This design comes from an exercise in tuning for a short achievable clock period and few clock cycles per item on the open sky130 flow, not from production work.
RTL that was checked went through simulation tests only; none was proved equivalent to the original.

==> trial 34: inputs <==
==> flow/design.v <==
`timescale 1ns / 1ps
module FU_div(
    input clk,
    input rst,
    input start,             
    input[4:0] start_rd,
    input[63:0] start_ra,    
    input[31:0] start_d,     
    input[1:0] start_cnt,    
    output reg busy,
    output fin,              
    output reg[4:0] rd,
    output[31:0] q
);
    reg[63:0] ra;
    reg[31:0] d;
    reg[1:0] cnt;
    reg[63:0] t;
    reg[32:0] r33;
    reg[33:0] diff;
    integer i;
    always @* begin
        t = ra;
        for (i = 0; i < 8; i = i + 1) begin
            r33 = t[63:31];
            diff = {1'b0, r33} - {2'b0, d};
            if (!diff[33]) t = {diff[31:0], t[30:0], 1'b1};
            else t = {t[62:0], 1'b0};
        end
    end
    assign fin = busy & (cnt == 2'd0);
    assign q = t[31:0];
    always @(posedge clk or posedge rst) begin
        if (rst) begin
            busy <= 1'b0;
            cnt <= 2'd0;
            rd <= 5'd0;
        end else if (start) begin
            busy <= 1'b1;
            cnt <= start_cnt;
            rd <= start_rd;
        end else begin
            if (fin) busy <= 1'b0;
            cnt <= cnt - 2'd1;
        end
    end
    always @(posedge clk) begin
        if (start) begin
            ra <= start_ra;
            d <= start_d;
        end else begin
            ra <= t;
        end
    end
endmodule
`timescale 1ns / 1ps
module  RV32core(
        input clk,   
        input rst,   
        output[31:0] imem_addr,
        input[31:0] imem_data,
        output dmem_en,
        output dmem_we,
        output[31:0] dmem_addr,
        output[31:0] dmem_wdata,
        input[31:0] dmem_rdata,
        output wb_en,
        output[4:0] wb_rd,
        output[31:0] wb_data
    );
    reg[31:0] pc;            
    reg[31:0] ir, ir_pc;     
    reg ir_v;
    reg p1_wen, p1_load;     
    reg[4:0] p1_rd;
    reg[31:0] p1_data;
    reg m_en, m_we;          
    reg[31:0] m_addr, m_wdata;
    reg w_en;                
    reg[4:0] w_rd;
    reg[31:0] w_data;
    reg[31:0] rf[1:31];
    assign imem_addr = pc;
    assign dmem_en = m_en;
    assign dmem_we = m_we;
    assign dmem_addr = m_addr;
    assign dmem_wdata = m_wdata;
    assign wb_en = w_en;
    assign wb_rd = w_rd;
    assign wb_data = w_data;
    wire[6:0] op = ir[6:0];
    wire[2:0] f3 = ir[14:12];
    wire[4:0] rd = ir[11:7];
    wire[4:0] rs1 = ir[19:15];
    wire[4:0] rs2 = ir[24:20];
    wire is_op    = op == 7'b0110011;
    wire is_opi   = op == 7'b0010011;
    wire is_lui   = op == 7'b0110111;
    wire is_auipc = op == 7'b0010111;
    wire is_load  = op == 7'b0000011;
    wire is_store = op == 7'b0100011;
    wire is_br    = op == 7'b1100011;
    wire is_jal   = op == 7'b1101111;
    wire is_jalr  = op == 7'b1100111;
    wire is_m     = is_op & ir[25];
    wire is_div   = is_m & f3[2];
    wire is_mul   = is_m & ~f3[2];
    wire use1 = is_op | is_opi | is_load | is_store | is_br | is_jalr;
    wire use2 = is_op | is_store | is_br;
    wire wrd  = (is_op | is_opi | is_lui | is_auipc | is_load | is_jal | is_jalr) & (rd != 5'd0);
    wire[31:0] imm_i = {{20{ir[31]}}, ir[31:20]};
    wire[31:0] imm_s = {{20{ir[31]}}, ir[31:25], ir[11:7]};
    wire[31:0] imm_b = {{20{ir[31]}}, ir[7], ir[30:25], ir[11:8], 1'b0};
    wire[31:0] imm_j = {{12{ir[31]}}, ir[19:12], ir[20], ir[30:21], 1'b0};
    wire[31:0] imm_u = {ir[31:12], 12'b0};
    wire[31:0] rf1 = (rs1 == 5'd0) ? 32'd0 : rf[rs1];
    wire[31:0] rf2 = (rs2 == 5'd0) ? 32'd0 : rf[rs2];
    wire[31:0] a = (p1_wen & (p1_rd == rs1)) ? p1_data :
                   (w_en & (w_rd == rs1)) ? w_data : rf1;
    wire[31:0] b = (p1_wen & (p1_rd == rs2)) ? p1_data :
                   (w_en & (w_rd == rs2)) ? w_data : rf2;
    wire d_busy, d_fin;
    wire[4:0] d_rd;
    wire[31:0] d_q;
    wire lu_haz = p1_wen & p1_load & ((use1 & (rs1 == p1_rd)) | (use2 & (rs2 == p1_rd)));
    wire d_wen = d_rd != 5'd0;
    wire dv_haz = d_busy & d_wen & ((use1 & (rs1 == d_rd)) | (use2 & (rs2 == d_rd)) | (wrd & (rd == d_rd)));
    wire ds_haz = is_div & d_busy & ~d_fin;
    wire dp_haz = d_fin & d_wen & wrd;
    wire stall = lu_haz | dv_haz | ds_haz | dp_haz;
    wire go = ir_v & ~stall;
    wire[31:0] opb = is_op ? b : imm_i;
    wire[4:0] sh = opb[4:0];
    wire sub = is_op & ir[30];
    wire[31:0] sum = sub ? a - opb : a + opb;
    wire lts = $signed(a) < $signed(opb);
    wire ltu = a < opb;
    reg[31:0] alu;
    always @* begin
        case (f3)
            3'd0: alu = sum;
            3'd1: alu = a << sh;
            3'd2: alu = {31'd0, lts};
            3'd3: alu = {31'd0, ltu};
            3'd4: alu = a ^ opb;
            3'd5: alu = ir[30] ? $unsigned($signed(a) >>> sh) : a >> sh;
            3'd6: alu = a | opb;
            default: alu = a & opb;
        endcase
    end
    wire[31:0] mul = a * b;
    function [5:0] clz(input [31:0] v);
        integer k;
        begin
            clz = 6'd32;
            for (k = 0; k < 32; k = k + 1)
                if (v[k]) clz = 6'd31 - k;
        end
    endfunction
    wire dz = b == 32'd0;
    wire dlt = a < b;
    wire div_long = ~dz & ~dlt;
    wire[5:0] clz_a = clz(a);
    wire[5:0] clz_b = clz(b);
    wire[4:0] dsteps = clz_b[4:0] - clz_a[4:0];        
    wire[1:0] dcnt = dsteps[4:3];
    wire[63:0] dra = {32'd0, a} << {~dcnt, 3'b000};
    wire[31:0] div_imm = dz ? 32'hFFFF_FFFF : 32'd0;
    reg br_c;
    always @* begin
        case (f3)
            3'd0: br_c = a == b;
            3'd1: br_c = a != b;
            3'd4: br_c = $signed(a) < $signed(b);
            3'd5: br_c = $signed(a) >= $signed(b);
            3'd6: br_c = a < b;
            default: br_c = a >= b;
        endcase
    end
    wire taken = is_jal | is_jalr | (is_br & br_c);
    wire[31:0] jalr_t = a + imm_i;
    wire[31:0] target = is_jalr ? {jalr_t[31:1], 1'b0} : ir_pc + (is_jal ? imm_j : imm_b);
    wire[31:0] pc4 = ir_pc + 32'd4;
    reg[31:0] res;
    always @* begin
        if (is_lui) res = imm_u;
        else if (is_auipc) res = ir_pc + imm_u;
        else if (is_jal | is_jalr) res = pc4;
        else if (is_mul) res = mul;
        else if (is_div) res = div_imm;
        else res = alu;
    end
    wire[31:0] ea = a + (is_store ? imm_s : imm_i);
    FU_div du(.clk(clk), .rst(rst),
        .start(go & is_div & div_long), .start_rd(rd), .start_ra(dra), .start_d(b),
        .start_cnt(dcnt),
        .busy(d_busy), .fin(d_fin), .rd(d_rd), .q(d_q));
    always @(posedge clk or posedge rst) begin
        if (rst) begin
            pc <= 32'd0;
            ir_v <= 1'b0;
            p1_wen <= 1'b0;
            p1_load <= 1'b0;
            m_en <= 1'b0;
            m_we <= 1'b0;
            w_en <= 1'b0;
        end else begin
            if (go & taken) begin
                pc <= target;
                ir_v <= 1'b0;
            end else if (~(ir_v & stall)) begin
                pc <= pc + 32'd4;
                ir_v <= 1'b1;
            end
            if (d_fin & d_wen) begin
                p1_wen <= 1'b1;
                p1_load <= 1'b0;
            end else begin
                p1_wen <= go & wrd & ~(is_div & div_long);
                p1_load <= is_load;
            end
            m_en <= go & (is_load | is_store);
            m_we <= go & is_store;
            w_en <= p1_wen;
        end
    end
    always @(posedge clk) begin
        if (~(ir_v & stall)) begin
            ir <= imem_data;
            ir_pc <= pc;
        end
        if (d_fin & d_wen) begin
            p1_rd <= d_rd;
            p1_data <= d_q;
        end else begin
            p1_rd <= rd;
            p1_data <= res;
        end
        m_addr <= ea;
        m_wdata <= b;
        w_rd <= p1_rd;
        w_data <= p1_load ? dmem_rdata : p1_data;
    end
    integer i;
    always @(posedge clk or posedge rst) begin
        if (rst) begin
            for (i = 1; i < 32; i = i + 1)
                rf[i] <= 32'd0;
        end else if (w_en) begin
            rf[w_rd] <= w_data;
        end
    end
endmodule
==> flow/run.sh <==
#!/bin/bash
# synth_recipe.tcl (not shown) runs the flow's synth.tcl, then flattens the netlist and writes it again
# the make line also repeats each setting of config.mk as NAME=value (left out here)
make -C /OpenROAD-flow-scripts/flow DESIGN_CONFIG=/design/flow/config.mk WORK_HOME=/design/flow/orfs CLKGATE_MAP_FILE= SYNTH_SCRIPT=/design/flow/synth_recipe.tcl finish
==> flow/config.mk <==
export PLATFORM = sky130hd
export DESIGN_NAME = RV32core
export DESIGN_NICKNAME = RV32core
export VERILOG_FILES = /design/flow/design.v
export SDC_FILE = /design/flow/constraint.sdc
export NUM_CORES = 4
export LEC_CHECK = 0
export CAP_MARGIN = 20
export CORE_MARGIN = 2
export CORE_UTILIZATION = 30
export PLACE_DENSITY = 0.5
export SLEW_MARGIN = 20
==> flow/constraint.sdc <==
create_clock -name core_clock -period 100.0 [get_ports {clk}]
set_input_delay 20.0000 -clock core_clock [delete_from_list [all_inputs] [get_ports {clk}]]
set_output_delay 20.0000 -clock core_clock [all_outputs]
set_load 0.01 [all_outputs]
==> inputs of trial 32, as changes to trial 34 <==
==> flow/design.v, changed modules only <==
module FU_div #(parameter LK = 2)(
    input clk,
    input rst,
    input start,             
    input[4:0] start_rd,
    input[63:0] start_ra,    
    input[31:0] start_d,     
    input[4-LK:0] start_cnt,    
    output reg busy,
    output fin,              
    output reg[4:0] rd,
    output[31:0] q
);
    reg[63:0] ra;
    reg[31:0] d;
    reg[4-LK:0] cnt;
    reg[63:0] t;
    reg[32:0] r33;
    reg[33:0] diff;
    integer i;
    always @* begin
        t = ra;
        for (i = 0; i < (1 << LK); i = i + 1) begin
            r33 = t[63:31];
            diff = {1'b0, r33} - {2'b0, d};
            if (!diff[33]) t = {diff[31:0], t[30:0], 1'b1};
            else t = {t[62:0], 1'b0};
        end
    end
    assign fin = busy & (cnt == 0);
    assign q = t[31:0];
    always @(posedge clk or posedge rst) begin
        if (rst) begin
            busy <= 1'b0;
            cnt <= 0;
            rd <= 5'd0;
        end else if (start) begin
            busy <= 1'b1;
            cnt <= start_cnt;
            rd <= start_rd;
        end else begin
            if (fin) busy <= 1'b0;
            cnt <= cnt - 1'b1;
        end
    end
    always @(posedge clk) begin
        if (start) begin
            ra <= start_ra;
            d <= start_d;
        end else begin
            ra <= t;
        end
    end
endmodule
module  RV32core(
        input clk,   
        input rst,   
        output[31:0] imem_addr,
        input[31:0] imem_data,
        output dmem_en,
        output dmem_we,
        output[31:0] dmem_addr,
        output[31:0] dmem_wdata,
        input[31:0] dmem_rdata,
        output wb_en,
        output[4:0] wb_rd,
        output[31:0] wb_data
    );
    reg[31:0] pc;            
    reg[31:0] ir, ir_pc;     
    reg ir_v;
    reg ir_pred;             
    reg p1_wen, p1_load;     
    reg[4:0] p1_rd;
    reg[31:0] p1_data;
    reg m_en, m_we;          
    reg[31:0] m_addr, m_wdata;
    reg w_en;                
    reg[4:0] w_rd;           
    reg[31:0] w_data;        
    reg[4:0] wi_rd;
    reg[31:0] wi_data;
    reg[31:0] rf[1:31];      
    reg[31:1] rf_ok;
    assign imem_addr = pc;
    assign dmem_en = m_en;
    assign dmem_we = m_we;
    assign dmem_addr = m_addr;
    assign dmem_wdata = m_wdata;
    assign wb_en = w_en;
    assign wb_rd = w_rd;
    assign wb_data = w_data;
    wire[6:0] op = ir[6:0];
    wire[2:0] f3 = ir[14:12];
    wire[4:0] rd = ir[11:7];
    wire[4:0] rs1 = ir[19:15];
    wire[4:0] rs2 = ir[24:20];
    wire is_op    = op == 7'b0110011;
    wire is_opi   = op == 7'b0010011;
    wire is_lui   = op == 7'b0110111;
    wire is_auipc = op == 7'b0010111;
    wire is_load  = op == 7'b0000011;
    wire is_store = op == 7'b0100011;
    wire is_br    = op == 7'b1100011;
    wire is_jal   = op == 7'b1101111;
    wire is_jalr  = op == 7'b1100111;
    wire is_m     = is_op & ir[25];
    wire is_div   = is_m & f3[2];
    wire is_mul   = is_m & ~f3[2];
    wire use1 = is_op | is_opi | is_load | is_store | is_br | is_jalr;
    wire use2 = is_op | is_store | is_br;
    wire wrd  = (is_op | is_opi | is_lui | is_auipc | is_load | is_jal | is_jalr) & (rd != 5'd0);
    wire[31:0] imm_i = {{20{ir[31]}}, ir[31:20]};
    wire[31:0] imm_s = {{20{ir[31]}}, ir[31:25], ir[11:7]};
    wire[31:0] imm_b = {{20{ir[31]}}, ir[7], ir[30:25], ir[11:8], 1'b0};
    wire[31:0] imm_j = {{12{ir[31]}}, ir[19:12], ir[20], ir[30:21], 1'b0};
    wire[31:0] imm_u = {ir[31:12], 12'b0};
    wire[31:0] rf1 = ((rs1 == 5'd0) | ~rf_ok[rs1]) ? 32'd0 : rf[rs1];
    wire[31:0] rf2 = ((rs2 == 5'd0) | ~rf_ok[rs2]) ? 32'd0 : rf[rs2];
    wire[31:0] a = (p1_wen & (p1_rd == rs1)) ? p1_data :
                   (w_en & (wi_rd == rs1)) ? wi_data : rf1;
    wire[31:0] b = (p1_wen & (p1_rd == rs2)) ? p1_data :
                   (w_en & (wi_rd == rs2)) ? wi_data : rf2;
    wire d_busy, d_fin;
    wire[4:0] d_rd;
    wire[31:0] d_q;
    wire lu_haz = p1_wen & p1_load & ((use1 & (rs1 == p1_rd)) | (use2 & (rs2 == p1_rd)));
    wire d_wen = d_rd != 5'd0;
    wire dv_haz = d_busy & d_wen & ((use1 & (rs1 == d_rd)) | (use2 & (rs2 == d_rd)) | (wrd & (rd == d_rd)));
    wire ds_haz = is_div & d_busy & ~d_fin;
    wire dp_haz = d_fin & d_wen & wrd;
    wire stall = lu_haz | dv_haz | ds_haz | dp_haz;
    wire go = ir_v & ~stall;
    wire[31:0] opb = is_op ? b : imm_i;
    wire[4:0] sh = opb[4:0];
    wire sub = is_op & ir[30];
    wire[31:0] sum = sub ? a - opb : a + opb;
    wire ltu = a < opb;
    wire lts = (a[31] ^ opb[31]) ? a[31] : ltu;
    wire[63:0] sra = {{32{ir[30] & a[31]}}, a} >> sh;
    reg[31:0] alu;
    always @* begin
        case (f3)
            3'd0: alu = sum;
            3'd1: alu = a << sh;
            3'd2: alu = {31'd0, lts};
            3'd3: alu = {31'd0, ltu};
            3'd4: alu = a ^ opb;
            3'd5: alu = sra[31:0];
            3'd6: alu = a | opb;
            default: alu = a & opb;
        endcase
    end
    wire[31:0] mul = a * b;
    function [5:0] clz(input [31:0] v);
        integer k;
        begin
            clz = 6'd32;
            for (k = 0; k < 32; k = k + 1)
                if (v[k]) clz = 6'd31 - k;
        end
    endfunction
    wire dz = b == 32'd0;
    wire dlt = a < b;
    wire div_long = ~dz & ~dlt;
    wire[5:0] clz_a = clz(a);
    wire[5:0] clz_b = clz(b);
    wire[4:0] dsteps = clz_b[4:0] - clz_a[4:0];        
    localparam LK = 2;                                 
    wire[4-LK:0] dcnt = dsteps[4:LK];
    wire[4:0] dskip = {~dcnt, {LK{1'b0}}};             
    wire[63:0] dra = {32'd0, a} << dskip;
    wire[31:0] div_imm = dz ? 32'hFFFF_FFFF : 32'd0;
    wire b_ltu = a < b;
    wire b_lts = (a[31] ^ b[31]) ? a[31] : b_ltu;
    reg br_c;
    always @* begin
        case (f3)
            3'd0: br_c = a == b;
            3'd1: br_c = a != b;
            3'd4: br_c = b_lts;
            3'd5: br_c = ~b_lts;
            3'd6: br_c = b_ltu;
            default: br_c = ~b_ltu;
        endcase
    end
    wire taken = is_jal | is_jalr | (is_br & br_c);
    wire x_redir = go & (ir_pred ? (~taken | (pc != target)) : taken);
    wire[31:0] jalr_t = a + imm_i;
    wire[31:0] target = is_jalr ? {jalr_t[31:1], 1'b0} : ir_pc + (is_jal ? imm_j : imm_b);
    wire[31:0] pc4 = ir_pc + 32'd4;
    wire[31:0] x_target = taken ? target : pc4;
    wire fetch_ok = ~x_redir & ~(ir_v & stall);
    wire[31:0] pc_early = x_redir ? x_target : fetch_ok ? pc + 32'd4 : pc;
    wire f_pred;
    wire[31:0] pc_next;
    wire xr_v = go & wrd & ~is_load & ~(is_div & div_long);
    FetchPD fpd(.fi(imem_data), .pc(pc), .pc_early(pc_early), .en(fetch_ok),
        .xr_v(xr_v), .xr_rd(rd), .xr_zero(res == 32'd0), .xr_neg(res[31]),
        .pc_next(pc_next), .pred(f_pred));
    reg[31:0] res;
    always @* begin
        if (is_lui) res = imm_u;
        else if (is_auipc) res = ir_pc + imm_u;
        else if (is_jal | is_jalr) res = pc4;
        else if (is_mul) res = mul;
        else if (is_div) res = div_imm;
        else res = alu;
    end
    wire[31:0] ea = a + (is_store ? imm_s : imm_i);
    wire x_wen = go & wrd & ~(is_div & div_long);
    wire d_out = d_fin & d_wen;
    wire ent_v = x_wen | d_out;
    wire ent_load = x_wen & is_load;
    wire[4:0] ent_rd = x_wen ? rd : d_rd;
    wire[31:0] ent_data = x_wen ? res : d_q;
    FU_div #(.LK(LK)) du(.clk(clk), .rst(rst),
        .start(go & is_div & div_long), .start_rd(rd), .start_ra(dra), .start_d(b),
        .start_cnt(dcnt),
        .busy(d_busy), .fin(d_fin), .rd(d_rd), .q(d_q));
    wire w_en_n = p1_wen | (ent_v & ~ent_load);
    wire[4:0] w_rd_n = p1_wen ? p1_rd : ent_rd;
    wire[31:0] w_data_n = (p1_wen & p1_load) ? dmem_rdata : p1_wen ? p1_data : ent_data;
    always @(posedge clk or posedge rst) begin
        if (rst) begin
            pc <= 32'd0;
            ir_v <= 1'b0;
            ir_pred <= 1'b0;
            p1_wen <= 1'b0;
            p1_load <= 1'b0;
            m_en <= 1'b0;
            m_we <= 1'b0;
            w_en <= 1'b0;
        end else begin
            pc <= pc_next;
            if (x_redir) begin
                ir_v <= 1'b0;
                ir_pred <= 1'b0;
            end else if (~(ir_v & stall)) begin
                ir_v <= 1'b1;
                ir_pred <= f_pred;
            end
            if (p1_wen | ent_load) begin
                p1_wen <= ent_v;
                p1_load <= ent_load;
            end else begin
                p1_wen <= 1'b0;
                p1_load <= 1'b0;
            end
            m_en <= go & (is_load | is_store);
            m_we <= go & is_store;
            w_en <= w_en_n;
        end
    end
    always @(posedge clk) begin
        if (~(ir_v & stall)) begin
            ir <= imem_data;
            ir_pc <= pc;
        end
        p1_rd <= ent_rd;
        p1_data <= ent_data;
        m_addr <= ea;
        m_wdata <= b;
        w_rd <= w_rd_n;
        w_data <= w_data_n;
        if (w_en_n) begin
            wi_rd <= w_rd_n;
            wi_data <= w_data_n;
        end
    end
    always @(posedge clk or posedge rst) begin
        if (rst) rf_ok <= 31'd0;
        else if (w_en) rf_ok[wi_rd] <= 1'b1;
    end
    always @(posedge clk) begin
        if (w_en) rf[wi_rd] <= wi_data;
    end
endmodule
module FetchPD(
    input[31:0] fi,          
    input[31:0] pc,          
    input[31:0] pc_early,    
    input en,                
    input xr_v,              
    input[4:0] xr_rd,        
    input xr_zero,
    input xr_neg,
    output[31:0] pc_next,
    output pred
);
    wire f_jal = fi[6:0] == 7'b1101111;
    wire f_jalr0 = (fi[6:0] == 7'b1100111) & (fi[19:15] == 5'd0);
    wire f_br = fi[6:0] == 7'b1100011;
    wire[11:1] imm_j = {fi[20], fi[30:21]};                  
    wire[11:1] imm_b = {fi[7], fi[30:25], fi[11:8]};         
    wire[10:0] sj = pc[11:1] + imm_j;
    wire[10:0] sb = pc[11:1] + imm_b;
    wire er_hit = xr_v & (fi[24:20] == 5'd0) & (fi[19:15] == xr_rd);
    reg er_taken;
    always @* begin
        case (fi[14:12])
            3'd0: er_taken = xr_zero;
            3'd1: er_taken = ~xr_zero;
            3'd4: er_taken = xr_neg;
            3'd5: er_taken = ~xr_neg;
            3'd6: er_taken = 1'b0;
            default: er_taken = 1'b1;
        endcase
    end
    wire br_pred = er_hit ? er_taken : fi[31];
    assign pred = f_jal | f_jalr0 | (f_br & br_pred);
    wire[31:0] ta = {{20{fi[31]}}, fi[31:21], 1'b0};
    wire[31:0] target = f_jalr0 ? ta : {pc[31:12], f_jal ? sj[10:0] : sb[10:0], 1'b0};
    assign pc_next = (en & pred) ? target : pc_early;
endmodule
==> flow/flow/run.sh (new file) <==
#!/bin/bash
cp standard.sh standard_sh.txt
export SETUP_SLACK_MARGIN=79.3
export BUFFER_PORTS_ARGS="-buffer_cell sky130_fd_sc_hd__buf_4"
bash standard.sh > standard.log 2>&1
==> flow/standard.sh (new file) <==
#!/bin/bash
# synth_recipe.tcl (not shown) runs the flow's synth.tcl, then flattens the netlist and writes it again
# the make line also repeats each setting of config.mk as NAME=value (left out here)
make -C /OpenROAD-flow-scripts/flow DESIGN_CONFIG=/design/flow/config.mk WORK_HOME=/design/flow/orfs CLKGATE_MAP_FILE= SYNTH_SCRIPT=/design/flow/synth_recipe.tcl "${@:-finish}"
--- a/flow/config.mk
+++ b/flow/config.mk
@@ -10,3 +10,4 @@
 export CORE_UTILIZATION = 30
 export PLACE_DENSITY = 0.5
 export SLEW_MARGIN = 20
+export SYNTH_HIERARCHICAL = 1
removed: flow/run.sh
==> impl.org <==
** Die
- Standard-cell rows :: between 200 and 250

** Timing
- In the finished design, the share of the clock period the worst path needs comes to a little over a fifth.
- Time the worst path needs with I/O delays and setup :: between 20 and 25 ns
- Post-Route Hold Slack :: about 0.49 ns

** Run status
- The flow ran to the end and the layout has no timing, DRC or antenna violations.

** Layout
- In the final layout, non-clock buffers account for 4.314% of the cell area.
- Non-clock inverter count :: just over 700

** Min path
- Startpoint of the most critical hold path :: rf_ok[12]$_DFFE_PP0P_

** Synthesis
- The synthesized design contains around 1.4k register bits.

** Drt
- Wire length on met3 :: between 50,000 and 60,000 µm
# the run above: trial 32

==> impl.org <==
** Synthesis
- Synthesis inferred approximately 1.3k register bits.

** Drt
- After detailed routing, the met3 layer carries a little under 80,000 µm of wire.

** Timing
- Post-Route Hold Slack :: about 0.4 ns

** Min path
- The startpoint identified for the worst hold timing path is p1_rd[2]$_DFF_P_.

** Layout
- Non-clock buffer share :: 4.214%

** Die
- After floorplanning, the core was divided into 222 placement rows.

** Run status
- Status :: complete, no violations
# the run above: trial 34

Testbench counts of trial 32, summed over its fixed seeds: cycles 37,674, instrs 35,431.
No functional check of the RTL was part of trial 34.

-- separate check: timing with driven ports --
The results above use ideal ports. As a check the final layouts listed here were re-extracted and re-timed, cells and wires unchanged.
Step 1 assumes that a clkbuf_16 drives the clock port and a buf_2 every other input.
Step 2 moves the port delays by t, midway between the first and last clock arrival at a register: inputs arrive t later, outputs are due t later. That takes back most of the time a late clock gives input paths.
Three values: ideal, step 1, step 2; two values: the first two.
run | t, ns | slack for setup (ns) | worst setup path at the end | worst register clock-pin slew, ns | worst slew at a driven data input, ns
trial 34 | 0.980 | 65.793 / 65.793 / 65.793 | register to register | 0.08 / 0.08 | 0.11
trial 32 | 1.014 | 78.352 / 78.363 / 77.415 | input to register | 0.07 / 0.07 | 0.10
After both steps setup and hold are still met in every run listed. The setup slack of trial 32, which loses most, moves by +0.011 ns with the drivers and by -0.937 ns with both steps.
